Background: an optimization exercise with open tools, aiming at small area. Do not read the settings as production practice. Function was checked by simulation only, so behaviour that the tests miss may differ from the original. Power and IR drop assume default switching activity.

File: design/flow/config.mk
export PLATFORM = sky130hd
export DESIGN_NAME = top_control_unit
export DESIGN_NICKNAME = top_control_unit
export VERILOG_FILES = /design/flow/design.v
export SDC_FILE = /design/flow/constraint.sdc
export NUM_CORES = 4
export LEC_CHECK = 0
export ABC_AREA = 1
export CAP_MARGIN = 20
export CORE_MARGIN = 2
export CORE_UTILIZATION = 40
export SLEW_MARGIN = 20
File: design/flow/constraint.sdc
create_clock -name core_clock -period 30.0 [get_ports {clk}]
set_input_delay 6.0000 -clock core_clock [delete_from_list [all_inputs] [get_ports {clk}]]
set_output_delay 6.0000 -clock core_clock [all_outputs]
set_load 0.01 [all_outputs]
File: design/flow/design.v
`timescale 1ns / 1ps
module helper_bcd_to_7seg(
    input wire [3:0] bcd_in,
    output reg [6:0] seg_out
);
    always @(*) begin
        case (bcd_in)
            4'd0: seg_out = 7'b1000000;
            4'd1: seg_out = 7'b1111001;
            4'd2: seg_out = 7'b0100100;
            4'd3: seg_out = 7'b0110000;
            4'd4: seg_out = 7'b0011001;
            4'd5: seg_out = 7'b0010010;
            4'd6: seg_out = 7'b0000010;
            4'd7: seg_out = 7'b1111000;
            4'd8: seg_out = 7'b0000000;
            4'd9: seg_out = 7'b0010000;
            4'd10: seg_out = 7'b0111111;  
            default: seg_out = 7'b1111111;  
        endcase
    end
endmodule
`timescale 1ns / 1ps
module seven_seg_display(
    input wire [1:0] digit_index,
    input wire [1:0] state,
    input wire neg,
    input wire [14:0] prod,       
    output wire [6:0] seg,
    output reg [3:0] an
);
    wire [2:0] k = {1'b0, digit_index} + 3'd2 - {1'b0, state};
    reg [6:0] v;
    always @(*) begin
        case (k[2:1])
            2'd0: v = prod[6:0];
            2'd1: v = prod[13:7];
            default: v = {6'd0, prod[14]};
        endcase
    end
    wire [3:0] tens, units;
    bin_to_bcd conv (.m(v), .t(tens), .u(units));
    wire [3:0] cur = (digit_index == 2'd3) ? (neg ? 4'd10 : 4'd15) :
                     (k[0] ? tens : units);
    helper_bcd_to_7seg d5 (.bcd_in(cur), .seg_out(seg));
    always @(*) begin
        case (digit_index)
            2'd0: an = 4'b1110;
            2'd1: an = 4'b1101;
            2'd2: an = 4'b1011;
            default: an = 4'b0111;
        endcase
    end
endmodule
`timescale 1ns / 1ps
module bin_to_bcd(
    input [6:0] m,
    output [3:0] t, u
);
    function [3:0] add3(input [3:0] v);
        add3 = (v >= 4'd5) ? v + 4'd3 : v;
    endfunction
    wire [3:0] a1 = add3({1'b0, m[6:4]});
    wire [3:0] a2 = add3({a1[2:0], m[3]});
    wire [3:0] a3 = add3({a2[2:0], m[2]});
    wire [3:0] a5 = add3({a3[2:0], m[1]});
    assign u = {a5[2:0], m[0]};
    assign t = {a1[3], a2[3], a3[3], a5[3]};
endmodule
`timescale 1ns / 1ps
module serial_parallel_multiplier(
    input clk, rst,
    input start,
    input [7:0] x, y,
    output [14:0] prod,    
    output neg,
    output flag
);
    reg [3:0] cnt;
    reg [7:0] xr;      
    reg [7:0] yr;      
    reg s;             
    reg [6:0] d0, d1;
    reg d2;
    wire idle = (cnt == 4'd0) || (cnt == 4'd10);
    wire step = (cnt != 4'd0) && (cnt <= 4'd8);
    wire cap = start && idle;
    assign flag = (cnt == 4'd10);
    wire y7 = s ^ xr[7];
    wire ybit = yr[7] ^ (y7 & (|yr[6:0]));
    wire [6:0] xm = xr[6:0] ^ {7{xr[7]}};
    wire [8:0] t0 = {1'b0, d0, 1'b0} + (ybit ? {2'b0, xm} : 9'd0) + (ybit & xr[7]);
    wire [1:0] q0 = (t0 >= 9'd300) ? 2'd3 : (t0 >= 9'd200) ? 2'd2 : (t0 >= 9'd100) ? 2'd1 : 2'd0;
    wire [6:0] n0 = t0 - q0 * 7'd100;
    wire [7:0] t1 = {d1, 1'b0} + q0;
    wire q1 = (t1 >= 8'd100);
    wire [6:0] n1 = t1 - (q1 ? 8'd100 : 8'd0);
    always @(posedge clk or posedge rst) begin
        if (rst)
            cnt <= 0;
        else if (cap)
            cnt <= 1;
        else if (!idle)
            cnt <= cnt + 1'b1;
    end
    always @(posedge clk) begin
        if (cap) begin
            xr <= x;
            yr <= y;
            s <= x[7] ^ y[7];
        end else
            yr <= {yr[6:0], 1'b0};
        if (cap) begin
            d0 <= 0; d1 <= 0; d2 <= 0;
        end else if (step) begin
            d0 <= n0; d1 <= n1; d2 <= q1;
        end
    end
    assign prod = {d2, d1, d0};
    assign neg = s & (|prod);
endmodule
`timescale 1ns / 1ps
module top_control_unit(
    input wire clk,
    input wire reset,
    input wire btnL,
    input wire btnR,
    input wire btnC,
    input wire [7:0] multiplicand,
    input wire [7:0] multiplier,
    output wire [6:0] seg,
    output wire [3:0] an,
    output led
);
    reg [1:0] c4;
    reg [4:0] c25;
    reg [3:0] c11;
    always @(posedge clk or posedge reset) begin
        if (reset) begin
            c4 <= 0;
            c25 <= 0;
            c11 <= 0;
        end else begin
            c4 <= c4 + 1'b1;
            c25 <= (c25 == 5'd24) ? 5'd0 : c25 + 1'b1;
            c11 <= (c11 == 4'd10) ? 4'd0 : c11 + 1'b1;
        end
    end
    wire tick = (c4 == 2'd1) && (c25 == 5'd24);
    wire [1:0] digit_index = c11[1:0] - c4;
    wire left_pressed, right_pressed, start_pressed;
    pushbutton_detector pb_left  (.clk(clk), .reset(reset), .en(tick), .x(btnL), .z(left_pressed));
    pushbutton_detector pb_right (.clk(clk), .reset(reset), .en(tick), .x(btnR), .z(right_pressed));
    pushbutton_detector pb_center(.clk(clk), .reset(reset), .en(tick), .x(btnC), .z(start_pressed));
    wire [14:0] prod;
    wire neg;
    serial_parallel_multiplier spm (
        .clk(clk), .rst(reset), .start(start_pressed),
        .x(multiplicand), .y(multiplier),
        .prod(prod), .neg(neg), .flag(led)
    );
    reg [1:0] state;
    always @(posedge clk or posedge reset) begin
        if (reset)
            state <= 0;
        else if (tick) begin
            case (state)
                2'd0: if (right_pressed) state <= 1;
                2'd1: begin
                    if (right_pressed) state <= 2;
                    else if (left_pressed) state <= 0;
                end
                2'd2: if (left_pressed) state <= 1;
                default: state <= 0;
            endcase
        end
    end
    seven_seg_display display_unit (
        .digit_index(digit_index),
        .state(state),
        .neg(neg),
        .prod(prod),
        .seg(seg),
        .an(an)
    );
endmodule
module pushbutton_detector(
    input clk, reset, en, x,
    output reg z
);
    reg q1, q2, q3, meta, sig1, x_prev;
    always @(posedge clk or posedge reset) begin
        if (reset) begin
            q1 <= 0; q2 <= 0; q3 <= 0;
            meta <= 0; sig1 <= 0;
            x_prev <= 0; z <= 0;
        end else if (en) begin
            q1 <= x; q2 <= q1; q3 <= q2;
            meta <= q1 & q2 & q3;
            sig1 <= meta;
            z <= sig1 & ~x_prev;
            x_prev <= sig1;
        end
    end
endmodule
File: design/flow/flow/run.sh
#!/bin/bash
# Standard synthesis, then the combinational logic re-mapped for area with
# yosys/abc (registers untouched), then the standard layout with small port
# buffers and a lighter clock tree.
set -euo pipefail
W=$(pwd)
R=$W/orfs/results/sky130hd/top_control_unit/base
LIB=$FLOW_HOME/platforms/sky130hd/lib/sky130_fd_sc_hd__tt_025C_1v80.lib

bash standard.sh $R/1_2_yosys.v > synth.log 2>&1
cp $R/1_2_yosys.v synth_std.v
cp $LIB lib.lib
python3 flow/splitlib.py lib.lib comb.lib seq.lib > splitlib.log 2>&1
yosys -s flow/resyn.ys > resyn.log 2>&1
cp synth_resyn.v $R/1_2_yosys.v
rm -f lib.lib comb.lib seq.lib

bash standard.sh \
  "BUFFER_PORTS_ARGS=-buffer_cell sky130_fd_sc_hd__buf_1" \
  "CTS_ARGS=-sink_clustering_enable -repair_clock_nets -buf_list sky130_fd_sc_hd__clkbuf_8 -dont_use_dummy_load" \
  finish > layout.log 2>&1
File: design/flow/flow/resyn.abc
strash
dch -f
map -a
strash
dch -f
map -a
strash
dch -f
map -a
topo
File: design/flow/flow/resyn.ys
# Re-map the combinational logic of the standard synthesis for area.
# Registers are read as black boxes, so they keep their cells and names.
read_liberty -lib seq.lib
read_liberty -ignore_miss_func comb.lib
read_verilog -defer synth_std.v
hierarchy -top top_control_unit
flatten
delete t:$scopeinfo
opt_clean
tee -o stat_before.txt stat
abc -liberty lib.lib -dont_use *probe* -dont_use *lpflow* -dont_use *clkbuf* -dont_use *clkinv* -dont_use *dly* -script flow/resyn.abc
opt_clean -purge
hilomap -singleton -hicell sky130_fd_sc_hd__conb_1 HI -locell sky130_fd_sc_hd__conb_1 LO
splitnets
opt_clean -purge
tee -o stat_after.txt stat -liberty lib.lib
write_verilog -noattr -nohex -nodec synth_resyn.v
File: design/flow/flow/splitlib.py
import re,sys,os
KEEPFA=os.environ.get('KEEPFA','0')=='1'
src=open(sys.argv[1]).read()
# find cell groups by brace matching
out_comb=[];out_seq=[]
i=0
m=re.search(r'\n\s*cell\s*\(',src)
header=src[:m.start()]
pos=m.start()
cells=[]
while True:
    m=re.compile(r'\n\s*cell\s*\(\s*"?([\w]+)"?\s*\)\s*\{').search(src,pos)
    if not m: break
    j=m.end(); depth=1
    while depth:
        c=src[j]
        if c=='{': depth+=1
        elif c=='}': depth-=1
        j+=1
    body=src[m.start():j]
    seq=bool(re.search(r'\n\s*(ff|latch|statetable|ff_bank)\s*\(',body)) or (KEEPFA and re.match(r'sky130_fd_sc_hd__(fa|ha)_\d',m.group(1)) is not None)
    cells.append((m.group(1),seq,body))
    pos=j
tail='\n}\n'
open(sys.argv[2],'w').write(header+''.join(b for n,s,b in cells if not s)+tail)
open(sys.argv[3],'w').write(header+''.join(b for n,s,b in cells if s)+tail)
print(len(cells), sum(s for n,s,b in cells))
File: design/flow/standard.sh
#!/bin/bash
# synth_recipe.tcl (not shown) runs the flow's synth.tcl, then flattens the netlist and writes it again
# the make line also repeats each setting of config.mk as NAME=value (left out here)
make -C /OpenROAD-flow-scripts/flow DESIGN_CONFIG=/design/flow/config.mk WORK_HOME=/design/flow/orfs CLKGATE_MAP_FILE= SYNTH_SCRIPT=/design/flow/synth_recipe.tcl "${@:-finish}"
==> results.yml, run 1 <==
die:
  design.die.area_sq_um: 10200
  core-area_sq_um: 9150
  fp-row-count: 35
  die_y_um: 101
  die_w_um: 101
  initial_core_util_pct: 41.0
  io-pin-count: 33
timing:
  max_slew_margin_pct: 53.9
  setup_ws_ps: 18770
  slew_violations: 0
  fin_worst_skew_ps: 21.8
  fin_crit_sh_pct: 37.4
  setup_tns_ps: 0
  max_freq_ghz: 0.0890
  worstMarginPinSlew_ps: 690
  hold_viol: 0
  setup_viol: 0
  period_needed_ps: 11230
  rsz0062_at_grt: "no"
hold_path:
  min_path_type: "reg2reg"
final_layout:
  fin_nets: 580
  final_common_cell: "nand2_1"
  layout_common_cells: "120 x nand2_1, 85 x inv_1, 70 x nor2_1, 50 x o21ai_0, 38 x dfrtp_1"
  fin_util_pct: 45.3
  design_area_sq_um: 4150
  synthToLayoutAreaGrowth_pct: 10.6
  drive_above_1_share_pct: 3.41
  diodes: 0
worst_setup_path:
  reg2reg_slack_ps: 24750
  crit_required_ps: 24000
  slowest_stage: "dfrtp_1"
  r2r-start: "spm.xr[7]"
  cp.arrival_ps: 5230
  cp_common_cell: "nand2_1"
  max_stage_delay_ps: 400
  critPathKind: "reg2out"
  path_max_fanout: 7
  crit_path_start: "c4[0]"
  timing.rr.end: "spm.d1[4]"
  setup.worst_path.end: "seg[3]"
  start_kind: "flop"
  ff2ff_path_depth: 35
  end_kind: "output port"
clocking:
  clk_pin_slew_ps: 70
  cts.sinks: 70
  insertion_delay_ps: 340
  clock_path_buffers: 2
  numCtsBuffers: 9
  cts_hold_buf: 0
  cts_resized: 0
  cts_tree: "yes"
  htree_levels: 3
  post_cts_buffers: 0
  cts-root-buf: "clkbuf_8"
placed_design:
  io_buffers: 32
  place_congestion: 0.794
  placed_area_sq_um: 4020
  place_ws_ps: 19120
  dp_hpwl_um: 5670
synthesis:
  syn-cell-area_sq_um: 3750
  synth_cells: 515
  synth.avg_cell_area_sq_um: 7.28
  yosysWarningCount: 6
  synth_fp_nets: 536
detailed_routing:
  vias_per_cell: 5.00
  route.detailed.drc: 0
  wl_um: 7740
  ant_nets: 0
  drtIter0Drc: 123
  first_pass_iters: 4
  routedWlPerCell_um: 11.6
  vias: 3339
global_route:
  grt_max_degree: 39
  grt_pass1_vias: 3179
  antenna_found_initial: 0
  grt.overflow.total: 0
  grt_pass1_wl_um: 13400
  grt_usage_pct: 16.5
pwr:
  cellPowerDensity_nw_per_um2: 37.7
  leakage_nw: 2.03
  total_power_uw: 157
  ir_drop_uv: 21.2
run_status:
  run_status: "finished clean"
run:
  maxCapViolCount: 0
sequential cells by signal, indices dropped and copies added (netlist names), 2 cells and up:
| register | count |
|---|---|
| spm.xr | 8 |
| c4 | 2 |
| spm.cnt | 4 |
| c11 | 4 |
| c25 | 5 |
| spm.d1 | 7 |
| state | 2 |
| spm.yr | 8 |
| spm.d0 | 7 |
metrics by stage:
stage	instances	hold WS, ps
6_report	668	442
3_5_place_dp	659	432
3_3_place_gp	659	428
5_1_grt	668	457
2_1_floorplan	515	419
4_1_cts	668	441
where the power goes:
part	switching, mW	internal [mW]	total, mW
Sequential	0.0000480	0.0958	0.0958
Clock	0.0314	0.0268	0.0582
Combinational	0.00170	0.000920	0.00262
Total	0.0331	0.123	0.157
how the worst min path moves through the flow:
| stage | startpoint | endpoint | depth (start not counted) |
|---|---|---|---|
| final | pb_left.x_prev | pb_left.z | 1 |
| after global routing | pb_left.x_prev | pb_left.z | 1 |
| after CTS | pb_left.x_prev | pb_left.z | 1 |
| after detailed placement | spm.yr[4] | spm.yr[5] | 2 |
| after global placement | spm.yr[4] | spm.yr[5] | 2 |
| after floorplan | spm.yr[5] | spm.yr[6] | 2 |
routing by layer:
metal	GRT usage (%)	wire (um)
met1	19.7	3660
met2	28.9	3780
met3	3.61	202
met4	6.22	102
met5	0	0
critical path: cells and delay by family (launching register included):
| kind | cells | cell delay (ps) |
|---|---|---|
| AOI/OAI and AO/OA | 9 | 1470 |
| buffers and inverters | 8 | 730 |
| DFF | 1 | 400 |
| and+or+nand+nor | 19 | 2280 |
layout make-up:
class	count	area, sq um
Clock buffer	9	124
Fill cell	946	5000
Sequential cell	70	1680
Tap cell	111	139
Inverter	85	319
Multi-Input combinational cell	360	1760
Timing Repair Buffer	33	128
==> run 2: changes to the inputs <==
--- a/design/flow/flow/run.sh
+++ b/design/flow/flow/run.sh
@@ -17,5 +17,5 @@
 
 bash standard.sh \
   "BUFFER_PORTS_ARGS=-buffer_cell sky130_fd_sc_hd__buf_1" \
-  "CTS_ARGS=-sink_clustering_enable -repair_clock_nets -buf_list sky130_fd_sc_hd__clkbuf_8 -dont_use_dummy_load" \
+  "CTS_ARGS=-sink_clustering_enable -repair_clock_nets -buf_list sky130_fd_sc_hd__clkbuf_16 -root_buf sky130_fd_sc_hd__clkbuf_16 -sink_clustering_size 100 -sink_clustering_max_diameter 500 -dont_use_dummy_load" \
   finish > layout.log 2>&1
==> run 2 against run 1 <==
Sequential cell count stayed put. Sequential share of layout area shrank 0.97 points. Power is 18% higher. Critical path depth is 1 lower. Combinational power about the same. Highest routed layer unchanged. Count of clock-buffer cells in the layout unchanged. Largest power group unchanged. Via count rose by 0.45%. Register-to-register slack is essentially flat. First-iteration DRC count up 8.9%.
==> results.yml, run 2 <==
run_status:
  run_status: "finished clean"
detailed_routing:
  first_pass_iters: 4
  routedWlPerCell_um: 11.7
  vias: 3354
  ant_nets: 0
  wl_um: 7790
  vias_per_cell: 5.02
  drtIter0Drc: 134
  route.detailed.drc: 0
die:
  fp-row-count: 35
  design.die.area_sq_um: 10200
  io-pin-count: 33
  die_w_um: 101
  die_y_um: 101
  core-area_sq_um: 9150
  initial_core_util_pct: 41.0
pwr:
  p_comb_share_pct: 1.4
  total_power_uw: 185
  switchingPower_uw: 35.8
  leakage_nw: 2.08
  clkPwrFrac_pct: 46.7
  ir_drop_uv: 21.0
  seqPwrFrac_pct: 51.9
  cellPowerDensity_nw_per_um2: 43.6
  swShare_pct: 19.4
  p_int_uw: 149
global_route:
  antenna_found_initial: 0
  grt_pass1_wl_um: 13600
  grt_max_degree: 39
  grt_usage_pct: 16.5
  grt.overflow.total: 0
  grt_pass1_vias: 3209
synthesis:
  synth.avg_cell_area_sq_um: 7.28
  synth_cells: 515
  yosysWarningCount: 6
  syn-cell-area_sq_um: 3750
  synth_fp_nets: 536
timing:
  worstMarginPinSlew_ps: 691
  slew_violations: 0
  max_slew_margin_pct: 53.8
  max_freq_ghz: 0.0889
  setup_viol: 0
  fin_crit_sh_pct: 37.5
  period_needed_ps: 11250
  hold_viol: 0
  fin_worst_skew_ps: 17.7
  setup_tns_ps: 0
  setup_ws_ps: 18750
  rsz0062_at_grt: "no"
clocking:
  cts.sinks: 70
  post_cts_buffers: 0
  insertion_delay_ps: 330
  cts-root-buf: "clkbuf_16"
  clk_pin_slew_ps: 60
  cts_tree: "yes"
  cts_hold_buf: 0
  cts_resized: 0
  clock_path_buffers: 2
  htree_levels: 3
  numCtsBuffers: 9
final_layout:
  drive_above_1_share_pct: 3.41
  layout_common_cells: "120 x nand2_1, 85 x inv_1, 70 x nor2_1, 50 x o21ai_0, 38 x dfrtp_1"
  synthToLayoutAreaGrowth_pct: 13.3
  final_common_cell: "nand2_1"
  fin_nets: 580
  diodes: 0
  largest_registers: "spm.xr (8), spm.yr (8)"
  fin_cells: 668
placed_design:
  place_ws_ps: 19120
  io_buffers: 32
  dp_hpwl_um: 5670
  place_congestion: 0.794
  placed_cells: 659
hold_path:
  min-delay-start: "spm.yr[4]"
  min_path_type: "reg2reg"
  hold_end: "spm.yr[5]"
  min_path_cells: 2
worst_setup_path:
  max_stage_delay_ps: 390
  slowest_stage: "dfrtp_1"
  timing.rr.end: "spm.d1[4]"
  end_kind: "output port"
  ff2ff_path_depth: 35
  path_max_fanout: 7
  reg2reg_slack_ps: 24750
  r2r-start: "spm.xr[7]"
  critPathKind: "reg2out"
  crit_required_ps: 24000
  start_kind: "flop"
  cp_common_cell: "o21ai_0"
  cp.arrival_ps: 5250
run:
  maxCapViolCount: 0
-- run 2: changes by cell type in the layout (fill, tap and decap cells not counted) --
cell / change
clkbuf_16: +9
clkbuf_8: -9
-- run 2: critical path, delay by kind of cell, from the launching register on --
family | cells | cell delay [ps]
simple gates | 17 | 2250
flops | 1 | 390
buf+inv | 8 | 730
compound gates | 9 | 1390
xor+xnor | 1 | 200
-- run 2: layout make-up --
class	count	area, sq um
fill	941	4900
multi-input combinational	360	1760
sequential	70	1680
inverter	85	319
clock buffer	9	225
tap	111	139
timing repair buffer	33	128
-- run 2: worst max path at each step --
stage	start	to	slack [ps]
floorplan	c4[1]	seg[3]	19780
global placement	c11[0]	seg[3]	19440
CTS	c4[0]	seg[3]	18740
detailed placement	c4[0]	seg[3]	19120
global route	c4[0]	seg[3]	17980
finish	c4[0]	seg[3]	18750
-- run 2: layer usage --
| layer | global-route usage, % | vias to the layer above | wire length (um) |
|---|---|---|---|
| met5 | 0 | - | 0 |
| met4 | 6.22 | 0 | 102 |
| met3 | 3.19 | 10 | 221 |
| met2 | 29.0 | 41 | 3840 |
| met1 | 20.0 | 1543 | 3620 |
| li1 | - | 1760 | - |
-- run 2: power groups by stage --
stage | sequential (mW) | clock (mW) | combinational (mW)
floorplan | 0.0978 | 0 | 0.00126
global placement | 0.0978 | 0 | 0.00267
detailed placement | 0.0978 | 0 | 0.00273
CTS | 0.0960 | 0.0885 | 0.00275
global route | 0.0960 | 0.0920 | 0.00310
finish | 0.0961 | 0.0865 | 0.00262
-- run 2: stage by stage --
step	area [sq um]	hold WS (ps)	utilization, %
floorplan	3750	419	-
global placement	4020	428	43.9
detailed placement	4020	432	43.9
CTS	4250	448	46.4
global route	4250	472	46.4
finish	4250	446	46.4
==> run 3: changes to the inputs <==
--- a/design/flow/design.v
+++ b/design/flow/design.v
@@ -1,24 +1,17 @@
 `timescale 1ns / 1ps
 module helper_bcd_to_7seg(
     input wire [3:0] bcd_in,
-    output reg [6:0] seg_out
-);
-    always @(*) begin
-        case (bcd_in)
-            4'd0: seg_out = 7'b1000000;
-            4'd1: seg_out = 7'b1111001;
-            4'd2: seg_out = 7'b0100100;
-            4'd3: seg_out = 7'b0110000;
-            4'd4: seg_out = 7'b0011001;
-            4'd5: seg_out = 7'b0010010;
-            4'd6: seg_out = 7'b0000010;
-            4'd7: seg_out = 7'b1111000;
-            4'd8: seg_out = 7'b0000000;
-            4'd9: seg_out = 7'b0010000;
-            4'd10: seg_out = 7'b0111111;  
-            default: seg_out = 7'b1111111;  
-        endcase
-    end
+    output wire [6:0] seg_out
+);
+    wire A = bcd_in[3], B = bcd_in[2], C = bcd_in[1], D = bcd_in[0];
+    wire a = A | C | (B & D) | (~B & ~D);
+    wire b = ~B | (~C & ~D) | (C & D);
+    wire c = B | ~C | D;
+    wire d = A | (~B & ~D) | (~B & C) | (C & ~D) | (B & ~C & D);
+    wire e = (~B & ~D) | (C & ~D);
+    wire f = A | (~C & ~D) | (B & ~C) | (B & ~D);
+    wire g = A | (~B & C) | (B & ~C) | (C & ~D);
+    assign seg_out = ~{g, f, e, d, c, b, a};
 endmodule
 `timescale 1ns / 1ps
 module seven_seg_display(
@@ -30,19 +23,14 @@
     output reg [3:0] an
 );
     wire [2:0] k = {1'b0, digit_index} + 3'd2 - {1'b0, state};
-    reg [6:0] v;
-    always @(*) begin
-        case (k[2:1])
-            2'd0: v = prod[6:0];
-            2'd1: v = prod[13:7];
-            default: v = {6'd0, prod[14]};
-        endcase
-    end
+    wire [7:0] v = k[2] | k[1] ? prod[14:7] : {1'b0, prod[6:0]};
     wire [3:0] tens, units;
-    bin_to_bcd conv (.m(v), .t(tens), .u(units));
-    wire [3:0] cur = (digit_index == 2'd3) ? (neg ? 4'd10 : 4'd15) :
-                     (k[0] ? tens : units);
-    helper_bcd_to_7seg d5 (.bcd_in(cur), .seg_out(seg));
+    wire hund;
+    bin_to_bcd conv (.m(v), .hu(hund), .t(tens), .u(units));
+    wire [6:0] dseg;
+    helper_bcd_to_7seg d5 (.bcd_in(k[2] ? {3'd0, hund} : k[0] ? tens : units), .seg_out(dseg));
+    wire sign_digit = (digit_index == 2'd3);
+    assign seg = sign_digit ? {~neg, 6'b111111} : dseg;
     always @(*) begin
         case (digit_index)
             2'd0: an = 4'b1110;
@@ -54,18 +42,26 @@
 endmodule
 `timescale 1ns / 1ps
 module bin_to_bcd(
-    input [6:0] m,
+    input [7:0] m,
+    output hu,
     output [3:0] t, u
 );
-    function [3:0] add3(input [3:0] v);
-        add3 = (v >= 4'd5) ? v + 4'd3 : v;
-    endfunction
-    wire [3:0] a1 = add3({1'b0, m[6:4]});
-    wire [3:0] a2 = add3({a1[2:0], m[3]});
-    wire [3:0] a3 = add3({a2[2:0], m[2]});
-    wire [3:0] a5 = add3({a3[2:0], m[1]});
+    wire [3:0] a1, a2, a3, a4, a5, a6;
+    add3 s1 (.v({1'b0, m[7:5]}), .o(a1));
+    add3 s2 (.v({a1[2:0], m[4]}), .o(a2));
+    add3 s3 (.v({a2[2:0], m[3]}), .o(a3));
+    add3 s4 (.v({a3[2:0], m[2]}), .o(a4));
+    add3 s5 (.v({a4[2:0], m[1]}), .o(a5));
+    add3 s6 (.v({a1[3], a2[3], a3[3], a4[3]}), .o(a6));
     assign u = {a5[2:0], m[0]};
-    assign t = {a1[3], a2[3], a3[3], a5[3]};
+    assign t = {a6[2:0], a5[3]};
+    assign hu = a6[3];
+endmodule
+module add3(input [3:0] v, output [3:0] o);
+    assign o[3] = v[3] | (v[2] & (v[1] | v[0]));
+    assign o[2] = (v[3] & v[0]) | (v[2] & ~v[1] & ~v[0]);
+    assign o[1] = (v[3] & ~v[0]) | (~v[2] & v[1]) | (v[1] & v[0]);
+    assign o[0] = (v[3] & ~v[0]) | (~v[3] & ~v[2] & v[0]) | (v[2] & v[1] & ~v[0]);
 endmodule
 `timescale 1ns / 1ps
 module serial_parallel_multiplier(
@@ -80,8 +76,8 @@
     reg [7:0] xr;      
     reg [7:0] yr;      
     reg s;             
-    reg [6:0] d0, d1;
-    reg d2;
+    reg [6:0] d0;
+    reg [7:0] d1;
     wire idle = (cnt == 4'd0) || (cnt == 4'd10);
     wire step = (cnt != 4'd0) && (cnt <= 4'd8);
     wire cap = start && idle;
@@ -92,9 +88,7 @@
     wire [8:0] t0 = {1'b0, d0, 1'b0} + (ybit ? {2'b0, xm} : 9'd0) + (ybit & xr[7]);
     wire [1:0] q0 = (t0 >= 9'd300) ? 2'd3 : (t0 >= 9'd200) ? 2'd2 : (t0 >= 9'd100) ? 2'd1 : 2'd0;
     wire [6:0] n0 = t0 - q0 * 7'd100;
-    wire [7:0] t1 = {d1, 1'b0} + q0;
-    wire q1 = (t1 >= 8'd100);
-    wire [6:0] n1 = t1 - (q1 ? 8'd100 : 8'd0);
+    wire [7:0] n1 = {d1[6:0], 1'b0} + q0;
     always @(posedge clk or posedge rst) begin
         if (rst)
             cnt <= 0;
@@ -111,12 +105,12 @@
         end else
             yr <= {yr[6:0], 1'b0};
         if (cap) begin
-            d0 <= 0; d1 <= 0; d2 <= 0;
+            d0 <= 0; d1 <= 0;
         end else if (step) begin
-            d0 <= n0; d1 <= n1; d2 <= q1;
-        end
-    end
-    assign prod = {d2, d1, d0};
+            d0 <= n0; d1 <= n1;
+        end
+    end
+    assign prod = {d1, d0};
     assign neg = s & (|prod);
 endmodule
 `timescale 1ns / 1ps
@@ -132,22 +126,30 @@
     output wire [3:0] an,
     output led
 );
-    reg [1:0] c4;
-    reg [4:0] c25;
-    reg [3:0] c11;
+    reg [1:0] a;
+    reg [4:0] s;
+    reg [1:0] digit_index;
+    reg [1:0] h;                        
+    wire [1:0] l = digit_index + a;     
+    wire wrap = h[1] & (l == 2'd2);     
+    wire f = s[4] ? (s[2] & (s[0] | s[3])) : ~s[2];
     always @(posedge clk or posedge reset) begin
         if (reset) begin
-            c4 <= 0;
-            c25 <= 0;
-            c11 <= 0;
+            a <= 0;
+            s <= 0;
+            digit_index <= 0;
+            h <= 0;
         end else begin
-            c4 <= c4 + 1'b1;
-            c25 <= (c25 == 5'd24) ? 5'd0 : c25 + 1'b1;
-            c11 <= (c11 == 4'd10) ? 4'd0 : c11 + 1'b1;
-        end
-    end
-    wire tick = (c4 == 2'd1) && (c25 == 5'd24);
-    wire [1:0] digit_index = c11[1:0] - c4;
+            a <= a + 1'b1;
+            s <= {s[3:0], f};
+            if (wrap) begin
+                h <= 2'b00;
+                digit_index <= digit_index + 1'b1;
+            end else if (l == 2'd3)
+                h <= {h[0], ~h[0]};
+        end
+    end
+    wire tick = (a == 2'd1) && (s == 5'b10000);
     wire left_pressed, right_pressed, start_pressed;
     pushbutton_detector pb_left  (.clk(clk), .reset(reset), .en(tick), .x(btnL), .z(left_pressed));
     pushbutton_detector pb_right (.clk(clk), .reset(reset), .en(tick), .x(btnR), .z(right_pressed));
--- a/design/flow/flow/run.sh
+++ b/design/flow/flow/run.sh
@@ -17,5 +17,5 @@
 
 bash standard.sh \
   "BUFFER_PORTS_ARGS=-buffer_cell sky130_fd_sc_hd__buf_1" \
-  "CTS_ARGS=-sink_clustering_enable -repair_clock_nets -buf_list sky130_fd_sc_hd__clkbuf_16 -root_buf sky130_fd_sc_hd__clkbuf_16 -sink_clustering_size 100 -sink_clustering_max_diameter 500 -dont_use_dummy_load" \
+  "CTS_ARGS=-sink_clustering_enable -repair_clock_nets -buf_list sky130_fd_sc_hd__clkbuf_8 -dont_use_dummy_load" \
   finish > layout.log 2>&1
==> run 3 against run 2 <==
Still clean. Worst hold slack got worse by 61 ps. Critical path depth decreased by 9. Sequential share of layout area rose by 1.7 points. Final area fell by 4.2%. Via count shrank 1.3%. Clock skew is 5.7 ps higher. Maximum frequency up 4.5%. Critical endpoint is now seg[5].
==> results.yml, run 3 <==
worst_setup_path:
  reg2reg_slack_ps: 25450
  start_kind: "flop"
  crit_path_start: "digit_index[0]"
  end_kind: "output port"
  r2r-start: "spm.xr[7]"
  path_max_fanout: 14
  cp.arrival_ps: 4760
  crit_required_ps: 24000
  ff2ff_path_depth: 33
  timing.rr.end: "spm.d0[6]"
  setup.worst_path.end: "seg[5]"
  critPathKind: "reg2out"
final_layout:
  final_common_cell: "nand2_1"
  synthToLayoutAreaGrowth_pct: 10.7
  fin_util_pct: 46.3
  drive_above_1_share_pct: 3.29
  fin_cells: 655
  largest_registers: "spm.d1 (8), spm.xr (8), spm.yr (8)"
  fin_nets: 570
  layout_common_cells: "114 x nand2_1, 84 x inv_1, 78 x nor2_1, 48 x o21ai_0, 38 x dfrtp_1"
  diodes: 0
die:
  io-pin-count: 33
  design.die.area_sq_um: 9980
  core-area_sq_um: 8810
  fp-row-count: 34
  initial_core_util_pct: 41.8
  die_y_um: 99.9
  die_w_um: 99.9
timing:
  setup_tns_ps: 0
  worstMarginPinSlew_ps: 773
  period_needed_ps: 10760
  fin_worst_skew_ps: 23.4
  setup_viol: 0
  timing.hold.ws_ps: 384
  max_freq_ghz: 0.0929
  hold_viol: 0
  fin_crit_sh_pct: 35.9
  slew_violations: 0
  max_slew_margin_pct: 48.3
  rsz0062_at_grt: "no"
placed_design:
  place_congestion: 0.873
  placed_cells: 646
  io_buffers: 32
  dp_hpwl_um: 5690
run_status:
  run_status: "finished clean"
run:
  maxCapViolCount: 0
global_route:
  grt_max_degree: 39
  antenna_found_initial: 0
  grt.overflow.total: 0
  grt_usage_pct: 16.2
  grt_pass1_wl_um: 13300
  grt_pass1_vias: 3032
pwr:
  cellPowerDensity_nw_per_um2: 37.7
  total_power_uw: 154
  ir_drop_uv: 25.5
  leakage_nw: 2.01
clocking:
  cts_hold_buf: 0
  numCtsBuffers: 9
  insertion_delay_ps: 340
  cts_resized: 0
  post_cts_buffers: 0
  clk_pin_slew_ps: 80
  cts_tree: "yes"
  cts.sinks: 70
  htree_levels: 3
  clock_path_buffers: 2
  cts-root-buf: "clkbuf_8"
synthesis:
  syn-cell-area_sq_um: 3680
  synth_cells: 504
  synth.avg_cell_area_sq_um: 7.30
  synth_fp_nets: 525
  yosysWarningCount: 4
hold_path:
  min_path_type: "reg2reg"
  min_path_cells: 0
detailed_routing:
  ant_nets: 0
  route.detailed.drc: 0
  vias: 3309
  vias_per_cell: 5.05
  drtIter0Drc: 133
  first_pass_iters: 4
  routedWlPerCell_um: 11.6
  wl_um: 7600
[run 3: layout make-up]
class | count | area [sq um]
Fill cell | 881 | 4730
Multi-Input combinational cell | 350 | 1680
Sequential cell | 70 | 1680
Inverter | 84 | 315
Timing Repair Buffer | 34 | 135
Tap cell | 108 | 135
Clock buffer | 9 | 124
[run 3: power by group]
part	leakage [nW]	switching, mW	total, mW	internal, mW
logic	1.17	0.00158	0.00246	0.000882
registers	0.775	0.0000308	0.0958	0.0958
clock network	0.0647	0.0288	0.0555	0.0267
[run 3: metrics by stage]
stage	area, sq um	setup slack (ps)
finish	4070	19240
global route	4070	18500
CTS	4070	19230
detailed placement	3950	19640
global placement	3950	19880
floorplan	3680	20380
[run 3: worst min path at each step]
stage / startpoint / end / slack [ps]
2_1_floorplan: s[3] / s[4] / 350
3_3_place_gp: s[0] / s[1] / 360
3_5_place_dp: s[3] / s[4] / 370
4_1_cts: s[3] / s[4] / 390
5_1_grt: s[3] / s[4] / 400
6_report: s[3] / s[4] / 380
[run 3: per-layer routing]
layer,vias up,part of all wire [%],wire (um),global-route usage [%]
li1,1733,-,-,-
met1,1504,49,3720,21.8
met2,64,46,3530,26.0
met3,8,3.5,264,2.79
met4,0,1.1,87,7.06
met5,-,0,0,0
[run 3: critical path, cell delays in order (launching register included)]
cell,delay (ps)
dfrtp_1,420
inv_1,120
nand2_1,110
nor3_1,50
inv_1,60
nand2_1,50
nor2_1,500
inv_1,130
nand2_1,110
nor2_1,40
a31oi_1,200
inv_1,100
o21ai_0,310
nand2_1,120
nand2_1,70
o21ai_0,140
o21ai_0,280
a32o_1,180
inv_1,60
a21oi_1,120
nor3_1,60
o21ai_0,470
nor2_1,120
nor2_1,180
nand2_1,70
o21ai_0,140
buf_1,170
==> run 4: changes to the inputs <==
--- a/design/flow/design.v
+++ b/design/flow/design.v
@@ -188,20 +188,16 @@
 endmodule
 module pushbutton_detector(
     input clk, reset, en, x,
-    output reg z
-);
-    reg q1, q2, q3, meta, sig1, x_prev;
-    always @(posedge clk or posedge reset) begin
-        if (reset) begin
-            q1 <= 0; q2 <= 0; q3 <= 0;
-            meta <= 0; sig1 <= 0;
-            x_prev <= 0; z <= 0;
-        end else if (en) begin
-            q1 <= x; q2 <= q1; q3 <= q2;
-            meta <= q1 & q2 & q3;
-            sig1 <= meta;
-            z <= sig1 & ~x_prev;
-            x_prev <= sig1;
-        end
-    end
-endmodule
+    output z
+);
+    reg [3:0] st;
+    wire [3:0] nx;
+    assign nx[0] = (~st[0] & x) | (st[2] & x);
+    assign nx[1] = (~st[3] & st[1]) | (st[2] & ~st[0] & x);
+    assign nx[2] = (st[0] & x) | (st[2] & st[1] & x);
+    assign nx[3] = st[1] & (st[3] | ~st[0]);
+    assign z = st[3] & ~st[1];
+    always @(posedge clk or posedge reset)
+        if (reset) st <= 4'd0;
+        else if (en) st <= nx;
+endmodule
==> run 4 against run 3 <==
Sequential cell count fell by 9. Die area decreased by 5.5%. Register-to-register slack better by 70 ps. Core utilization up 0.20 points. Critical path type unchanged. Worst hold slack got worse by 23 ps. Area after synthesis is 5.7% lower. Maximum frequency rose by 2.1%. Power is 9.6% lower. Final area down 5.3%. Sequential power fell by 13%.
==> results.yml, run 4 <==
final_layout:
  largest_registers: "spm.d1 (8), spm.xr (8), spm.yr (8)"
  layout_common_cells: "101 x nand2_1, 87 x inv_1, 63 x nor2_1, 48 x o21ai_0, 33 x a21oi_1"
  fin_cells: 640
  diodes: 0
  seq_area_sq_um: 1460
  drive_above_1_share_pct: 4.86
  final_common_cell: "nand2_1"
  synthToLayoutAreaGrowth_pct: 11.2
  fin_nets: 558
  fin_util_pct: 46.5
  multi_input_area_sq_um: 1690
  num-fill-cells: 824
  design_area_sq_um: 3860
hold_path:
  min-delay-start: "s[0]"
  min_path_type: "reg2reg"
  min_path_cells: 0
  hold_end: "s[1]"
global_route:
  grt.overflow.total: 0
  grt_pass1_wl_um: 13300
  grt_max_degree: 30
  antenna_found_initial: 0
  grt_usage_pct: 16.7
  grt_pass1_vias: 3097
placed_design:
  place_congestion: 0.852
  dp_hpwl_um: 5670
  placed_cells: 631
  placed_area_sq_um: 3730
  io_buffers: 32
clocking:
  htree_levels: 3
  cts-root-buf: "clkbuf_8"
  cts_resized: 0
  cts_tree: "yes"
  numCtsBuffers: 9
  clock_path_buffers: 2
  clk_pin_slew_ps: 60
  post_cts_buffers: 0
  cts_hold_buf: 0
  cts.sinks: 61
  insertion_delay_ps: 330
timing:
  max_slew_margin_pct: 54.7
  hold_viol: 0
  worstMarginPinSlew_ps: 676
  fin_crit_sh_pct: 35.1
  setup_tns_ps: 0
  period_needed_ps: 10540
  setup_viol: 0
  fin_worst_skew_ps: 23.1
  slew_violations: 0
  timing.hold.ws_ps: 361
  rsz0062_at_grt: "no"
  max_freq_ghz: 0.0949
detailed_routing:
  routedWlPerCell_um: 11.4
  route.detailed.drc: 0
  first_pass_iters: 5
  routed-wl-met2_um: 3410
  vias_per_cell: 5.00
  wl_um: 7300
  drtIter0Drc: 145
  ant_nets: 0
  m1WireLength_um: 3640
  vias: 3201
  wl_met3_um: 196
  highest_layer: "met4"
synthesis:
  synth_fp_nets: 514
  yosysWarningCount: 4
  syn-cell-area_sq_um: 3470
  synth.avg_cell_area_sq_um: 7.04
  synth_cells: 493
die:
  initial_core_util_pct: 41.8
  design.die.area_sq_um: 9430
  die_w_um: 97.1
  core-area_sq_um: 8300
  die_y_um: 97.1
  io-pin-count: 33
  fp-row-count: 33
worst_setup_path:
  start_kind: "flop"
  ff2ff_path_depth: 28
  path_max_fanout: 15
  end_kind: "output port"
  cp.arrival_ps: 4540
  timing.rr.end: "spm.d1[7]"
  crit_required_ps: 24000
  critPathKind: "reg2out"
  r2r-start: "spm.xr[7]"
  reg2reg_slack_ps: 25520
pwr:
  cellPowerDensity_nw_per_um2: 36.0
  ir_drop_uv: 28.7
  leakage_nw: 1.87
run_status:
  run_status: "finished clean"
run:
  maxCapViolCount: 0
==> run 4: where the power goes <==
| group | switching, mW | internal, mW | leakage (nW) |
|---|---|---|---|
| logic | 0.00155 | 0.000932 | 1.19 |
| clock network | 0.0263 | 0.0266 | 0.0647 |
| registers | 0 | 0.0836 | 0.618 |
==> run 4: worst max path at each step <==
| stage | slack (ps) | end | from | cells after the start |
|---|---|---|---|---|
| 3_5_place_dp | 19350 | seg[3] | state[0] | 25 |
| 5_1_grt | 18750 | seg[3] | state[0] | 26 |
| 6_report | 19460 | seg[3] | state[0] | 25 |
| 2_1_floorplan | 20060 | seg[5] | state[0] | 24 |
| 3_3_place_gp | 19650 | seg[5] | state[0] | 25 |
| 4_1_cts | 19020 | seg[3] | state[0] | 25 |
==> run 4: cell type report <==
cell class,instances,area share (%)
Clock buffer,9,3.21
Sequential cell,61,37.8
Multi-Input combinational cell,344,43.7
Inverter,88,8.57
Timing Repair Buffer,33,3.31
Tap cell,105,3.41
==> run 4: critical path, stage by stage, from the launching register on <==
cell       delay, ps
dfrtp_1          390
inv_1            100
nor2_1           160
a21oi_1           70
nor3_2           570
o21ai_0          270
inv_1            130
nand2_1           90
inv_1             80
nand2_1           70
nand2_1           80
a21oi_1           50
a31oi_1          210
nand3_1          120
nand3_1          140
inv_1             70
nor3_1           230
or2_2            190
a31oi_1           80
a2111oi_0        440
nor2_1           100
inv_1            120
nor2_1            60
o21ai_0          180
o21ai_0          110
buf_1            130
==> run 4: stage by stage <==
| step | setup slack (ps) | power [mW] |
|---|---|---|
| 2_1_floorplan | 20060 | 0.0864 |
| 3_3_place_gp | 19650 | 0.0877 |
| 3_5_place_dp | 19350 | 0.0878 |
| 4_1_cts | 19020 | 0.141 |
| 5_1_grt | 18750 | 0.145 |
| 6_report | 19460 | 0.139 |
==> run 4: metal layers <==
layer	track usage [%]	vias to the layer above
met5	0	-
met4	5.96	0
met3	2.66	4
met2	28.2	42
met1	21.8	1442
li1	-	1713
==> run 5: changes to the inputs <==
--- a/design/flow/design.v
+++ b/design/flow/design.v
@@ -74,7 +74,6 @@
 );
     reg [3:0] cnt;
     reg [7:0] xr;      
-    reg [7:0] yr;      
     reg s;             
     reg [6:0] d0;
     reg [7:0] d1;
@@ -82,8 +81,8 @@
     wire step = (cnt != 4'd0) && (cnt <= 4'd8);
     wire cap = start && idle;
     assign flag = (cnt == 4'd10);
-    wire y7 = s ^ xr[7];
-    wire ybit = yr[7] ^ (y7 & (|yr[6:0]));
+    wire [7:0] ym = y[7] ? (~y + 1'b1) : y;
+    wire ybit = d1[7];
     wire [6:0] xm = xr[6:0] ^ {7{xr[7]}};
     wire [8:0] t0 = {1'b0, d0, 1'b0} + (ybit ? {2'b0, xm} : 9'd0) + (ybit & xr[7]);
     wire [1:0] q0 = (t0 >= 9'd300) ? 2'd3 : (t0 >= 9'd200) ? 2'd2 : (t0 >= 9'd100) ? 2'd1 : 2'd0;
@@ -100,14 +99,14 @@
     always @(posedge clk) begin
         if (cap) begin
             xr <= x;
-            yr <= y;
             s <= x[7] ^ y[7];
-        end else
-            yr <= {yr[6:0], 1'b0};
+        end
         if (cap) begin
-            d0 <= 0; d1 <= 0;
+            d0 <= 0;
+            d1 <= ym;
         end else if (step) begin
-            d0 <= n0; d1 <= n1;
+            d0 <= n0;
+            d1 <= n1;
         end
     end
     assign prod = {d1, d0};
==> run 5 against run 4 <==
Final area down 4.5%. Critical endpoint is now seg[6]. Sequential share of layout area fell by 0.38 points. Clock skew increased by 7.4 ps. Combinational power increased by 61%. Via count decreased by 3.9%. Highest routed layer unchanged. Maximum frequency down 2.7%. Synthesized cell count is 5.9% lower. Die area shrank 3.8%. Sequential power decreased by 11%.
==> results.yml, run 5 <==
clocking:
  htree_levels: 2
  cts_resized: 0
  post_cts_buffers: 0
  numCtsBuffers: 5
  cts_hold_buf: 0
  cts-root-buf: "clkbuf_8"
  clk_pin_slew_ps: 100
  insertion_delay_ps: 310
  clock_path_buffers: 2
  cts_tree: "yes"
  cts.sinks: 53
worst_setup_path:
  r2r-start: "spm.d1[7]"
  timing.rr.end: "spm.d0[6]"
  end_kind: "output port"
  start_kind: "flop"
  crit_required_ps: 24000
  cp.arrival_ps: 4830
  reg2reg_slack_ps: 25150
  path_max_fanout: 10
  crit_path_start: "state[0]"
  critPathKind: "reg2out"
  ff2ff_path_depth: 33
die:
  fp-row-count: 33
  initial_core_util_pct: 40.9
  io-pin-count: 33
  core-area_sq_um: 8130
  die_y_um: 95.3
  design.die.area_sq_um: 9070
  die_w_um: 95.3
run_status:
  run_status: "finished clean"
hold_path:
  min_path_cells: 0
  min-delay-start: "s[0]"
  hold_end: "s[1]"
  min_path_type: "reg2reg"
timing:
  fin_crit_sh_pct: 36.1
  max_freq_ghz: 0.0923
  worstMarginPinSlew_ps: 615
  hold_viol: 0
  setup_viol: 0
  slew_violations: 0
  rsz0062_at_grt: "no"
  timing.hold.ws_ps: 389
  fin_worst_skew_ps: 30.5
  max_slew_margin_pct: 58.6
  setup_tns_ps: 0
  setup_ws_ps: 19170
  period_needed_ps: 10830
global_route:
  top_usage_layer: "met2"
  grt_pass1_vias: 2833
  grt_use_met2_pct: 26.9
  grtUsageMet3_pct: 3.08
  grt.overflow.total: 0
  antenna_found_initial: 0
  grt_usage_pct: 17.4
  grt_pass1_wl_um: 12700
  grt_max_degree: 20
  grt_util_met1_pct: 24.9
pwr:
  total_power_uw: 114
  leakage_nw: 1.74
  cellPowerDensity_nw_per_um2: 31.0
  ir_drop_uv: 20.8
detailed_routing:
  route.detailed.drc: 0
  wl_um: 7120
  drtIter0Drc: 154
  vias_per_cell: 5.05
  first_pass_iters: 4
  vias: 3075
  ant_nets: 0
  routedWlPerCell_um: 11.7
final_layout:
  fin_cells: 609
  synthToLayoutAreaGrowth_pct: 10.5
  diodes: 0
  drive_above_1_share_pct: 2.98
  largest_registers: "spm.d1 (8), spm.xr (8), spm.d0 (7)"
  fin_util_pct: 45.3
  layout_common_cells: "85 x inv_1, 75 x nor2_1, 74 x nand2_1, 52 x o21ai_0, 32 x buf_1"
  fin_nets: 527
  final_common_cell: "inv_1"
  design_area_sq_um: 3680
synthesis:
  synth.avg_cell_area_sq_um: 7.18
  synth_cells: 464
  syn-cell-area_sq_um: 3330
  synth_fp_nets: 485
  yosysWarningCount: 4
placed_design:
  place_ws_ps: 19570
  dp_hpwl_um: 5680
  placed_cells: 604
  placed_area_sq_um: 3610
  place_congestion: 0.881
  io_buffers: 32
run:
  maxCapViolCount: 0
## run 5: cell count changes in the layout (fill, tap and decap cells not counted), sizes merged, moves of 5 or more
cell and delta:
dfxtp -16, edfxtp +8, nand2 -27, nand3 -12, nand4 -7, nor2 +12, nor3 +5, o22ai +7
o31ai +5, or2 -6, xor2 +7
## run 5: routing by layer
layer | wire, um | vias up | part of all wire [%]
li1 | - | 1633 | -
met1 | 3640 | 1381 | 51
met2 | 3070 | 51 | 43
met3 | 309 | 10 | 4.3
met4 | 108 | 0 | 1.5
met5 | 0 | - | 0
## run 5: worst max path at each step
stage | end
floorplan | seg[6]
global placement | seg[6]
detailed placement | seg[6]
CTS | seg[6]
global route | seg[6]
finish | seg[6]
## run 5: final cells by class
type	count	area, sq um
sequential	53	1380
inverter	85	319
multi-input combinational	326	1640
tap	105	131
timing repair buffer	35	150
fill	836	4450
clock buffer	5	68.8
## run 5: critical path, stage by stage (launching register included)
cell      delay, ps
dfrtp_1         390
inv_1           130
nor2_1           90
nand2_1          60
o21ai_0         100
nor2_1          430
inv_1           180
o21ai_0         390
inv_1           130
nor3_1          250
a21oi_1         100
o21ai_0         320
nand2_1         110
or2_2           310
o21ai_0         180
inv_1           110
a31oi_1         140
o21ai_0         140
o211ai_1        120
nand2_1         140
inv_1           140
o21ai_0         100
o32ai_1         260
buf_1           190
## run 5: power by group
part | switching (mW) | internal (mW)
Combinational | 0.00251 | 0.00148
Clock | 0.0209 | 0.0151
Sequential | 0 | 0.0743
Total | 0.0234 | 0.0909
==> run 6: changes to the inputs <==
==> design/flow/flow/resyn.abc (replaced) <==
strash
&get -n
&deepsyn -T 120
&put
dch -f
amap
mfs
strash
dch -f
amap
topo
==> run 6 against run 5 <==
Non-clock buffer count is 2 lower. Die area is 6.4% lower. Synthesized cell count is 13% lower. Routed wire length is 4.2% lower. Via count is 5.8% lower.
==> results.yml, run 6 <==
pwr:
  leakage_nw: 1.51
  p_comb_share_pct: 3.1
  cellPowerDensity_nw_per_um2: 33.5
  seqPwrFrac_pct: 64.6
  swShare_pct: 21.2
  p_int_uw: 90.6
  switchingPower_uw: 24.4
  ir_drop_uv: 20.1
  clkPwrFrac_pct: 32.3
clocking:
  insertion_delay_ps: 300
  clock_path_buffers: 2
  cts_tree: "yes"
  cts_resized: 0
  clk_pin_slew_ps: 90
  cts.sinks: 53
  cts-root-buf: "clkbuf_8"
  htree_levels: 2
  numCtsBuffers: 5
  cts_hold_buf: 0
  post_cts_buffers: 0
placed_design:
  dp_hpwl_um: 5280
  place_congestion: 0.830
  io_buffers: 32
  placed_cells: 539
  place_ws_ps: 18650
worst_setup_path:
  path_max_fanout: 9
  max_stage_delay_ps: 510
  cp_common_cell: "nor2_1"
  start_kind: "flop"
  slowest_stage: "o211ai_1"
  cp.arrival_ps: 5720
  crit_required_ps: 24000
  ff2ff_path_depth: 29
  end_kind: "output port"
  critPathKind: "reg2out"
detailed_routing:
  ant_nets: 0
  routedWlPerCell_um: 12.5
  vias: 2897
  first_pass_iters: 5
  drtIter0Drc: 112
  wl_um: 6820
  route.detailed.drc: 0
  vias_per_cell: 5.33
die:
  die_w_um: 92.1
  initial_core_util_pct: 40.8
  io-pin-count: 33
  design.die.area_sq_um: 8490
  core-area_sq_um: 7610
  die_y_um: 92.1
  fp-row-count: 32
global_route:
  antenna_found_initial: 0
  grt.overflow.total: 0
  grt_max_degree: 30
  grtUsageMet3_pct: 2.96
  grt_pass1_vias: 2687
  grt_usage_pct: 16.9
  grt_pass1_wl_um: 11700
  top_usage_layer: "met2"
  grt_util_met1_pct: 21.7
  grt_use_met2_pct: 28.4
timing:
  fin_crit_sh_pct: 39.1
  max_slew_margin_pct: 56.3
  rsz0062_at_grt: "no"
  slew_violations: 0
  setup_ws_ps: 18280
  worstMarginPinSlew_ps: 653
  period_needed_ps: 11720
  setup_tns_ps: 0
  setup_viol: 0
  hold_viol: 0
  timing.hold.ws_ps: 384
  fin_worst_skew_ps: 15.6
  max_freq_ghz: 0.0853
final_layout:
  fin_nets: 465
  layout_common_cells: "74 x nor2_1, 64 x inv_1, 46 x nand2_1, 35 x o21ai_0, 32 x buf_1"
  fin_util_pct: 45.1
  diodes: 0
  final_common_cell: "nor2_1"
  largest_registers: "spm.d1 (8), spm.xr (8), spm.d0 (7)"
  synthToLayoutAreaGrowth_pct: 10.4
  drive_above_1_share_pct: 1.58
  fin_cells: 544
hold_path:
  min_path_type: "reg2reg"
  min_path_cells: 0
run_status:
  run_status: "finished clean"
synthesis:
  syn-cell-area_sq_um: 3110
  synth_fp_nets: 425
  yosysWarningCount: 4
  synth_cells: 404
  synth.avg_cell_area_sq_um: 7.69
run:
  maxCapViolCount: 0
[run 6: worst max-delay path, delay by kind of cell, from the launching register on]
family	cells	cell delay [ps]
AOI/OAI and AO/OA	11	2490
and+or+nand+nor	14	1710
DFF	1	410
buffers and inverters	7	820
[run 6: path summary, 6_finish.rpt]
path | start | endpoint | slack [ps]
max | state[0] | seg[0] | 18280
min | s[0] | s[1] | 380
max reg2reg | spm.d1[7] | spm.d0[6] | 24900
min reg2reg | s[0] | s[1] | 380
max in group asynchronous | reset | state[0] | 23850
min in group asynchronous | reset | spm.cnt[1] | 5730
[run 6: layer usage]
layer  part of all wire (%)  wire length, um
met1                     47             3180
met2                     46             3170
met3                    5.1              351
met4                    1.7              119
met5                      0                0
[run 6: cell type report]
type	instances	area [sq um]
well taps	102	128
flip-flops and latches	53	1380
multi-input cells	286	1490
fillers	787	4180
repair buffers	33	128
clock buffers	5	68.8
inverters	65	244
[run 6: power groups by stage]
stage,logic (mW),registers (mW),clock network [mW]
final,0.00359,0.0743,0.0372
after global placement,0.00351,0.0758,0
after CTS,0.00363,0.0743,0.0384
after floorplan,0.00190,0.0758,0
after detailed placement,0.00362,0.0758,0
after global routing,0.00426,0.0743,0.0408
[run 6: stage by stage]
step	cell area [sq um]	power [mW]
after floorplan	3110	0.0777
after global placement	3360	0.0793
after detailed placement	3360	0.0794
after CTS	3430	0.116
after global routing	3430	0.119
final	3430	0.115
==> run 7: changes to the inputs <==
--- a/design/flow/design.v
+++ b/design/flow/design.v
@@ -77,10 +77,15 @@
     reg s;             
     reg [6:0] d0;
     reg [7:0] d1;
-    wire idle = (cnt == 4'd0) || (cnt == 4'd10);
-    wire step = (cnt != 4'd0) && (cnt <= 4'd8);
+    wire idle = ~cnt[3] & ~cnt[1] & ~cnt[0];
+    wire step = cnt[3] | cnt[1];
     wire cap = start && idle;
-    assign flag = (cnt == 4'd10);
+    assign flag = ~cnt[3] & cnt[2] & ~cnt[1];
+    wire [3:0] cn;
+    assign cn[0] = (~cnt[2] & cnt[1]) | (cnt[3] & ~cnt[0]);
+    assign cn[1] = cnt[3] | (cnt[2] & cnt[1]);
+    assign cn[2] = ~(cnt[1] | (~cnt[2] & ~cnt[0] & ~start));
+    assign cn[3] = ~(cnt[0] | (~cnt[3] & ~cnt[1] & ~start));
     wire [7:0] ym = y[7] ? (~y + 1'b1) : y;
     wire ybit = d1[7];
     wire [6:0] xm = xr[6:0] ^ {7{xr[7]}};
@@ -91,10 +96,8 @@
     always @(posedge clk or posedge rst) begin
         if (rst)
             cnt <= 0;
-        else if (cap)
-            cnt <= 1;
-        else if (!idle)
-            cnt <= cnt + 1'b1;
+        else
+            cnt <= cn;
     end
     always @(posedge clk) begin
         if (cap) begin
==> run 7 against run 6 <==
Via count shrank 0.90%. First-iteration DRC count rose by 89%. Final cell count up 0.55%. Clock skew grew 1.3 ps.
==> results.yml, run 7 <==
worst_setup_path:
  r2r-start: "spm.xr[7]"
  max_stage_delay_ps: 420
  path_max_fanout: 8
  end_kind: "output port"
  cp.arrival_ps: 5240
  cp_common_cell: "nor2_1"
  start_kind: "flop"
  crit_required_ps: 24000
  ff2ff_path_depth: 22
  reg2reg_slack_ps: 25320
  slowest_stage: "a32oi_1"
  crit_path_start: "state[1]"
  critPathKind: "reg2out"
  timing.rr.end: "spm.d0[6]"
die:
  io-pin-count: 33
  die_w_um: 91.8
  fp-row-count: 31
  core-area_sq_um: 7370
  die_y_um: 91.8
  design.die.area_sq_um: 8420
  initial_core_util_pct: 41.8
detailed_routing:
  vias_per_cell: 5.25
  route.detailed.drc: 0
  wl_um: 6950
  vias: 2871
  first_pass_iters: 5
  ant_nets: 0
  routedWlPerCell_um: 12.7
  drtIter0Drc: 212
clocking:
  insertion_delay_ps: 300
  clock_path_buffers: 2
  htree_levels: 2
  clk_pin_slew_ps: 90
  cts_hold_buf: 0
  post_cts_buffers: 0
  cts_tree: "yes"
  cts.sinks: 53
  numCtsBuffers: 5
  cts-root-buf: "clkbuf_8"
  cts_resized: 0
synthesis:
  synth.avg_cell_area_sq_um: 7.53
  syn-cell-area_sq_um: 3080
  synth_cells: 409
  synth_fp_nets: 430
  yosysWarningCount: 4
final_layout:
  largest_registers: "spm.d1 (8), spm.xr (8), spm.d0 (7)"
  fin_nets: 471
  final_common_cell: "nor2_1"
  diodes: 0
  synthToLayoutAreaGrowth_pct: 10.9
  drive_above_1_share_pct: 1.56
  design_area_sq_um: 3420
  layout_common_cells: "92 x nor2_1, 66 x inv_1, 42 x nand2_1, 37 x o21ai_0, 32 x buf_1"
global_route:
  grt_pass1_vias: 2582
  grt_usage_pct: 17.2
  antenna_found_initial: 0
  grt_max_degree: 25
  grt_pass1_wl_um: 11900
  grt.overflow.total: 0
timing:
  timing.hold.ws_ps: 384
  fin_crit_sh_pct: 37.5
  period_needed_ps: 11240
  setup_ws_ps: 18760
  max_freq_ghz: 0.0890
  rsz0062_at_grt: "no"
  slew_violations: 0
  setup_tns_ps: 0
  hold_viol: 0
  fin_worst_skew_ps: 17.0
  max_slew_margin_pct: 48.1
  worstMarginPinSlew_ps: 770
  setup_viol: 0
placed_design:
  io_buffers: 32
  place_congestion: 0.855
  place_ws_ps: 19220
  dp_hpwl_um: 5440
  placed_area_sq_um: 3350
pwr:
  ir_drop_uv: 17.5
  cellPowerDensity_nw_per_um2: 33.8
  leakage_nw: 1.51
run:
  maxCapViolCount: 0
hold_path:
  min_path_type: "reg2reg"
  hold_end: "s[2]"
  min_path_cells: 0
  min-delay-start: "s[1]"
run_status:
  run_status: "finished clean"
[run 7: critical path: cells and delay by family (launching register included)]
family / cells / cell delay (ps)
AO/OA/AOI/OAI: 10 / 2070
flip-flops: 1 / 380
buffers and inverters: 8 / 850
AND/OR/NAND/NOR: 12 / 1630
[run 7: power breakdown]
group / internal, mW / leakage (nW) / switching, mW
Combinational: 0.00151 / 0.893 / 0.00246
Clock: 0.0151 / 0.0359 / 0.0219
Sequential: 0.0744 / 0.577 / 0.000107
[run 7: stage by stage]
stage	power (mW)	cells	utilization, %
after global routing	0.120	547	46.3
after global placement	0.0798	541	45.2
after detailed placement	0.0801	542	45.4
final	0.116	547	46.3
after floorplan	0.0782	409	-
after CTS	0.117	547	46.3
[run 7: per-layer routing]
metal	global-route usage (%)	share of wire (%)
met5	0	0
met4	4.85	1.5
met3	2.71	5.0
met2	25.4	42
met1	26.2	52
[run 7: cell type report]
type                       instances  area, sq um
clock buffer                       5         68.8
tap                               99          124
fill                             770         3950
sequential                        53         1380
multi-input combinational        290         1460
timing repair buffer              34          143
inverter                          66          248
[run 7: worst max path at each step]
stage,end,slack [ps],depth (start not counted)
floorplan,seg[0],19650,28
global placement,seg[0],19480,28
detailed placement,seg[0],19220,30
CTS,seg[0],18860,30
global route,seg[0],18080,30
finish,seg[0],18760,30
==> run 8: changes to the inputs <==
--- a/design/flow/design.v
+++ b/design/flow/design.v
@@ -151,7 +151,7 @@
                 h <= {h[0], ~h[0]};
         end
     end
-    wire tick = (a == 2'd1) && (s == 5'b10000);
+    wire tick = (a == 2'd1) && s[4] && !s[3] && !s[1] && !s[0];
     wire left_pressed, right_pressed, start_pressed;
     pushbutton_detector pb_left  (.clk(clk), .reset(reset), .en(tick), .x(btnL), .z(left_pressed));
     pushbutton_detector pb_right (.clk(clk), .reset(reset), .en(tick), .x(btnR), .z(right_pressed));
==> run 8 against run 7 <==
Non-clock buffer count did not move. Critical path depth rose by 1. Sequential power barely moved. Worst hold slack barely moved. Register-to-register slack improved by 60 ps. Sequential cell count did not move. Maximum frequency fell by 3.9%. Worst setup slack got worse by 450 ps. Sequential share of layout area rose by 0.21 points. Clock power barely moved. Clock skew fell by 1.7 ps. Largest cell class unchanged.
==> results.yml, run 8 <==
die:
  die_w_um: 91.3
  io-pin-count: 33
  initial_core_util_pct: 41.6
  design.die.area_sq_um: 8340
  die_y_um: 91.3
  core-area_sq_um: 7330
  fp-row-count: 31
detailed_routing:
  vias: 2809
  drtIter0Drc: 140
  wl_um: 6810
  ant_nets: 0
  route.detailed.drc: 0
  routedWlPerCell_um: 12.7
  vias_per_cell: 5.24
  first_pass_iters: 4
synthesis:
  syn-cell-area_sq_um: 3050
  yosysWarningCount: 4
  synth_fp_nets: 419
  synth.avg_cell_area_sq_um: 7.66
  synth_cells: 398
global_route:
  antenna_found_initial: 0
  grt_max_degree: 21
  grt_pass1_vias: 2604
  grt_usage_pct: 17.1
  grt_pass1_wl_um: 11700
  grt.overflow.total: 0
pwr:
  cellPowerDensity_nw_per_um2: 34.0
  leakage_nw: 1.55
  ir_drop_uv: 25.0
worst_setup_path:
  path_max_fanout: 8
  r2r-start: "spm.d1[7]"
  max_stage_delay_ps: 470
  slowest_stage: "o21ai_0"
  start_kind: "flop"
  cp_common_cell: "nor2_1"
  end_kind: "output port"
  cp.arrival_ps: 5690
  critPathKind: "reg2out"
  crit_required_ps: 24000
  crit_path_start: "state[1]"
final_layout:
  seq_area_sq_um: 1380
  layout_common_cells: "70 x nor2_1, 68 x inv_1, 44 x nand2_1, 38 x a21oi_1, 37 x o21ai_0"
  drive_above_1_share_pct: 1.60
  largest_registers: "spm.d1 (8), spm.xr (8), spm.d0 (7)"
  fin_util_pct: 46.4
  diodes: 0
  final_common_cell: "nor2_1"
  num-fill-cells: 738
  fin_nets: 460
  fin_cells: 536
  synthToLayoutAreaGrowth_pct: 11.4
  multi_input_area_sq_um: 1420
clocking:
  cts_hold_buf: 0
  insertion_delay_ps: 300
  cts.sinks: 53
  cts_resized: 0
  numCtsBuffers: 5
  post_cts_buffers: 0
  clock_path_buffers: 2
  htree_levels: 2
  cts-root-buf: "clkbuf_8"
  clk_pin_slew_ps: 90
  cts_tree: "yes"
timing:
  max_slew_margin_pct: 52.4
  worstMarginPinSlew_ps: 711
  rsz0062_at_grt: "no"
  setup_tns_ps: 0
  slew_violations: 0
  period_needed_ps: 11690
  max_freq_ghz: 0.0856
  fin_worst_skew_ps: 15.3
  hold_viol: 0
  setup_ws_ps: 18310
  setup_viol: 0
  fin_crit_sh_pct: 39.0
run:
  maxCapViolCount: 0
placed_design:
  placed_cells: 531
  place_ws_ps: 18740
  dp_hpwl_um: 5380
  io_buffers: 32
  place_congestion: 0.917
hold_path:
  min-delay-start: "s[3]"
  min_path_type: "reg2reg"
run_status:
  run_status: "finished clean"
run 8: worst max-delay path: cells and delay by family (launching register included):
family	cells	cell delay, ps
DFF	1	400
and+or+nand+nor	14	1980
buffers and inverters	6	740
AOI/OAI and AO/OA	11	2260
run 8: worst paths after layout:
kind | end | slack, ps | depth (start not counted)
hold / removal | s[4] | 380 | 0
max in group asynchronous | state[0] | 23770 | 3
min in group asynchronous | s[0] | 5730 | 2
setup / recovery | seg[6] | 18310 | 31
setup reg to reg | spm.d1[7] | 25380 | 26
hold reg to reg | s[4] | 380 | 0
run 8: area by class of cell:
| class | instances | share of cell area [%] |
|---|---|---|
| Multi-Input combinational cell | 277 | 41.8 |
| Tap cell | 99 | 3.65 |
| Sequential cell | 53 | 40.5 |
| Clock buffer | 5 | 2.03 |
| Timing Repair Buffer | 34 | 4.57 |
| Inverter | 68 | 7.51 |
run 8: per-stage QoR:
| stage | power, mW | hold slack (ps) | cell area (sq um) |
|---|---|---|---|
| after floorplan | 0.0780 | 354 | 3050 |
| after global placement | 0.0797 | 361 | 3300 |
| after detailed placement | 0.0802 | 364 | 3330 |
| after CTS | 0.118 | 388 | 3400 |
| after global routing | 0.120 | 390 | 3400 |
| final | 0.115 | 384 | 3400 |
run 8: where the power goes:
part / switching, mW / internal [mW] / total [mW]
Sequential: 0 / 0.0743 / 0.0743
Clock: 0.0217 / 0.0151 / 0.0369
Combinational: 0.00263 / 0.00168 / 0.00431
run 8: per-layer routing:
| layer | vias up | global-route usage [%] | part of all wire (%) |
|---|---|---|---|
| met5 | - | 0 | 0 |
| met4 | 0 | 4.92 | 1.1 |
| met3 | 4 | 2.57 | 3.1 |
| met2 | 48 | 27.7 | 46 |
| met1 | 1287 | 23.7 | 50 |
| li1 | 1470 | - | - |

==> port drivers added, routing unchanged <==
In the flow no input, the clock included, has a driving cell. The finished layouts below were timed again as built, in two steps.
Step 1 sets driving cells, clkbuf_16 on the clock port and buf_2 on the other inputs (assumed; they add their load-dependent delay and slew).
Step 2 moves the port delays by t, midway between the first and last clock arrival at a register: inputs arrive t later, outputs are due t later. That takes back most of the time a late clock gives input paths.
Slacks: ideal ports / drivers / drivers and shift; pairs: ideal ports / drivers.
run	shift t [ns]	setup slack, ns	hold slack, ns	worst slew at a driven data input, ns	pins driven straight from the clock port
run 1	0.366	18.770 / 18.737 / 19.103	0.442 / 0.442 / 0.442	0.03	1
run 2	0.356	18.754 / 18.716 / 19.072	0.446 / 0.446 / 0.446	0.03	1
run 3	0.357	19.241 / 19.214 / 19.570	0.384 / 0.384 / 0.384	0.03	1
run 4	0.347	19.459 / 19.429 / 19.776	0.361 / 0.361 / 0.361	0.03	1
run 5	0.324	19.170 / 19.139 / 19.463	0.389 / 0.389 / 0.389	0.04	1
run 6	0.326	18.280 / 18.248 / 18.574	0.384 / 0.384 / 0.384	0.03	1
run 7	0.326	18.761 / 18.731 / 19.057	0.384 / 0.384 / 0.384	0.03	1
run 8	0.323	18.311 / 18.282 / 18.604	0.384 / 0.384 / 0.384	0.05	1
After both steps setup and hold are still met in every run listed.
